Context: an optimization exercise on an open-source flow, tuned for small area and a short achievable clock period. The choices shown serve that exercise and are no tape-out recipe.
Where RTL was checked, it was by simulation tests only, not by an equivalence proof against the original.
Power figures rest on the tool's default switching activity, not on a simulated workload.

==> flow/design.v (excerpt) <==
module datapath (clk, writenum, readnum, write, datapath_in, vsel, loada, loadb, loadc, shift, asel, bsel, ALUop, loads, Z_out, datapath_out);
Size: roughly 740 cells after synthesis, roughly 180 flip-flops, roughly 52 I/O pins, roughly 8800 um2 of cells after synthesis.
export LEC_CHECK = 0
export CAP_MARGIN = 20
export CORE_MARGIN = 2
export CORE_UTILIZATION = 78
export CTS_BUF_LIST = sky130_fd_sc_hd__clkbuf_4 sky130_fd_sc_hd__clkbuf_8
export SETUP_SLACK_MARGIN = 2.9
export SLEW_MARGIN = 20
export SYNTH_HIERARCHICAL = 1
export SYNTH_MINIMUM_KEEP_SIZE = 0
create_clock -name core_clock -period 5.5 [get_ports {clk}]
standard.sh (not shown) runs the stock make flow with config.mk's settings and CLKGATE_MAP_FILE= SYNTH_SCRIPT=/design/flow/synth_recipe.tcl, a recipe that flattens the netlist after the stock synthesis.
==> flow/flow/run.sh <==
#!/bin/bash
# The standard layout (standard.sh), with every input and output port
# buffered by a buf_2 cell instead of the buffer the resizer picks by default.
set -euo pipefail
bash standard.sh 'BUFFER_PORTS_ARGS=-buffer_cell sky130_fd_sc_hd__buf_2' finish > make.log 2>&1
Edit:
CORE_UTILIZATION = 70   (was 78)
PLACE_DENSITY = 0.9   (was not set)
Result: The new run ran to the end with no violations; setup slack gains 23 ps; routed wire length goes down by roughly a tenth; combinational power came out lower by a few percent.
Edit:
PLACE_DENSITY = not set   (was 0.9)
SETUP_SLACK_MARGIN = 2.95   (was 2.9)
What happened: The changed run finished clean; non-clock buffer count rises by 1; worst setup slack gets better by 37 ps; area after synthesis does not change; power rises slightly; global-route usage falls by 0.60 points; hold slack stays flat.
Edit:
SETUP_SLACK_MARGIN = 2.9   (was 2.95)
The changed run finished clean; register-to-register slack is about the same; synthesized cell count stays the same; non-clock buffer count went down by 2; utilization decreases by 0.77 points; count of clock-buffer cells in the layout stays the same; fmax goes up by about 1%; design area falls by about 1%; die area stays the same; power goes down by 2.4%; synthesized area is unchanged.
Edit:
CORE_UTILIZATION = 60   (was 70)
The new run produced a clean layout.
Clock skew hardly moves.
Power rose by 0.45%.
Final area rose by 0.77%.
Worst hold slack gains 12 ps.
First-iteration DRC count rose by 12%.
Register-to-register slack loses 20 ps.
Edit:
CORE_UTILIZATION = 70   (was 60)
SETUP_SLACK_MARGIN = 2.85   (was 2.9)
- The new run completed with no timing, DRC or antenna violations
- flip-flop and latch count stays the same
- worst setup slack gets worse by 27 ps
- sequential power barely changes
- design area came out lower by 0.83%
- wire length decreases by 1.1%
- via count grows by 2.2%
- global-route usage rose by 4.7 points
- die area fell by 14%
- area after synthesis does not change
- clock power grows by 4.5%
- total power climbs by 1.2%

========
Setup of exp/delta:
The RTL this note starts from:
==> flow/design.v <==
module ALU(Ain, Bin, ALUop, out, Z);
  input [15:0] Ain, Bin;
  input [1:0] ALUop;
  output [15:0] out;
  output Z;
  wire        cin = ALUop[0];
  wire [15:0] bx  = Bin ^ {16{ALUop[0]}};
  wire [15:0] g   = Ain & bx;
  wire [15:0] p   = Ain ^ bx;
  wire [15:0] t   = Ain | bx;
  wire [15:0] gl [0:4];
  wire [15:0] pl [0:4];
  assign gl[0] = {g[15:1], g[0] | (p[0] & cin)};
  assign pl[0] = p;
  genvar k, i;
  generate
    for (k = 0; k < 4; k = k + 1) begin : lvl
      for (i = 0; i < 16; i = i + 1) begin : bit_
        if ((i >> k) & 1) begin : comb
          localparam integer J = ((i >> k) << k) - 1;
          assign gl[k+1][i] = gl[k][i] | (pl[k][i] & gl[k][J]);
          assign pl[k+1][i] = pl[k][i] & pl[k][J];
        end else begin : pass
          assign gl[k+1][i] = gl[k][i];
          assign pl[k+1][i] = pl[k][i];
        end
      end
    end
  endgenerate
  wire [15:0] c   = {gl[4][14:0], cin};
  wire [15:0] sum = p ^ c;
  assign out = ALUop[1] ? (ALUop[0] ? bx : g) : sum;
  wire zas  = &(p ~^ {t[14:0], cin});
  wire zand = ~|g;
  wire znot = ~|bx;
  assign Z = ALUop[1] ? (ALUop[0] ? znot : zand) : zas;
endmodule
module regfile(data_in, writenum, write, readnum, clk, data_out);
  input [15:0] data_in;
  input [2:0] writenum, readnum;
  input write, clk;
  output [15:0] data_out;
  reg [15:0] R [7:0];
  always_ff @(posedge clk)
    if (write)
      R[writenum] <= data_in;
  assign data_out = R[readnum];
endmodule
module shifter(in, shift, sout);
  input [15:0] in;
  input [1:0] shift;
  output [15:0] sout;
  assign sout = (shift == 2'b00) ? in :
                (shift == 2'b01) ? {in[14:0], 1'b0} :
                (shift == 2'b10) ? {1'b0, in[15:1]} :
                                   {in[15], in[15:1]};
endmodule
module datapath (clk, writenum, readnum, write, datapath_in, vsel, loada, loadb, loadc, shift, asel, bsel, ALUop, loads, Z_out, datapath_out);
  input write, clk, loada, loadb, loadc, asel, bsel, loads, vsel;
  input [1:0] ALUop, shift;
  input [2:0] writenum, readnum;
  input [15:0] datapath_in;
  output reg Z_out;
  output reg [15:0] datapath_out;
  reg  [15:0] aloaded, in;
  wire [15:0] data_in, data_out, sout, Ain, Bin, out;
  wire Z;
  assign data_in = vsel ? datapath_in : datapath_out;
  regfile REGFILE(data_in, writenum, write, readnum, clk, data_out);
  always_ff @(posedge clk) if (loada) aloaded <= data_out;
  always_ff @(posedge clk) if (loadb) in <= data_out;
  shifter SHIFTER(in, shift, sout);
  assign Bin = bsel ? {11'b0, datapath_in[4:0]} : sout;
  assign Ain = asel ? 16'b0 : aloaded;
  ALU alu(Ain, Bin, ALUop, out, Z);
  always_ff @(posedge clk) if (loads) Z_out <= Z;
  always_ff @(posedge clk) if (loadc) datapath_out <= out;
endmodule
make LEC_CHECK=0 CAP_MARGIN=20 CORE_MARGIN=2 CORE_UTILIZATION=60 SETUP_SLACK_MARGIN=3.0 SLEW_MARGIN=20 finish   # period 5.5 ns
run.sh (not shown) runs the stock make flow with config.mk's settings and CLKGATE_MAP_FILE= SYNTH_SCRIPT=/design/flow/synth_recipe.tcl, a recipe that flattens the netlist after the stock synthesis.
Stock flow here: none of the scripts above is used.
exp/delta went all the way through synthesis, placement and routing and the layout is clean on timing, DRC and antenna.
## Diff of input files: exp/amber against exp/delta
diff --git a/flow/config.mk b/flow/config.mk
--- a/flow/config.mk
+++ b/flow/config.mk
@@ -10,2 +10 @@
-export CORE_UTILIZATION = 60
-export SETUP_SLACK_MARGIN = 3.0
+export CORE_UTILIZATION = 40
exp/amber: no failed stages, no open violations at the end. Summary of exp/amber over exp/delta: data arrival at the endpoint of the critical path now sits higher; multi-input logic portion of the cell area has decreased; sequential share of layout area increased by 5.1 points relative to the old numbers; power after layout now sits lower.
No run of this note included a check of the RTL's function; only the layout flow was run.

-- static timing again, ports no longer ideal --
Ports are ideal in the flow. The routed layouts listed here were re-timed in OpenROAD. Step 1 sets driving cells, clkbuf_16 on the clock port and buf_2 on the other inputs (assumed; they add their load-dependent delay and slew). Step 2 adds t to the input delays and takes it off the output delays; t is the mean of the earliest and latest rising clock arrival at the registers after step 1. Input paths then give back, and output paths get back, about the clock's delay inside the block. Slacks: no drivers / after step 1 / after step 2; pairs: no drivers / after step 1.
| run | t, ns | setup WS [ns] | worst setup path at the end | cell pins on the clock port's net |
|---|---|---|---|---|
| the first run of note 1 | 0.495 | 2.925 / 2.913 / 2.417 | input to register | 1 |
| the second run of note 1 | 0.497 | 2.948 / 2.941 / 2.444 | input to register | 1 |
| the third run of note 1 | 0.504 | 2.985 / 2.980 / 2.475 | input to register | 1 |
| the fourth run of note 1 | 0.505 | 3.010 / 3.003 / 2.498 | input to register | 1 |
| the fifth run of note 1 | 0.493 | 2.964 / 2.975 / 2.482 | input to register | 1 |
| the sixth run of note 1 | 0.490 | 2.937 / 2.946 / 2.456 | input to register | 1 |
| exp/delta | 0.473 | 2.137 / 2.071 / 1.599 | input to register | 1 |
| exp/amber | 0.468 | 0.941 / 0.957 / 0.490 | input to register | 1 |
After both steps setup and hold are still met in every run listed. The setup slack of exp/delta, which loses most, moves by -0.066 ns with the drivers and by -0.538 ns with both steps.
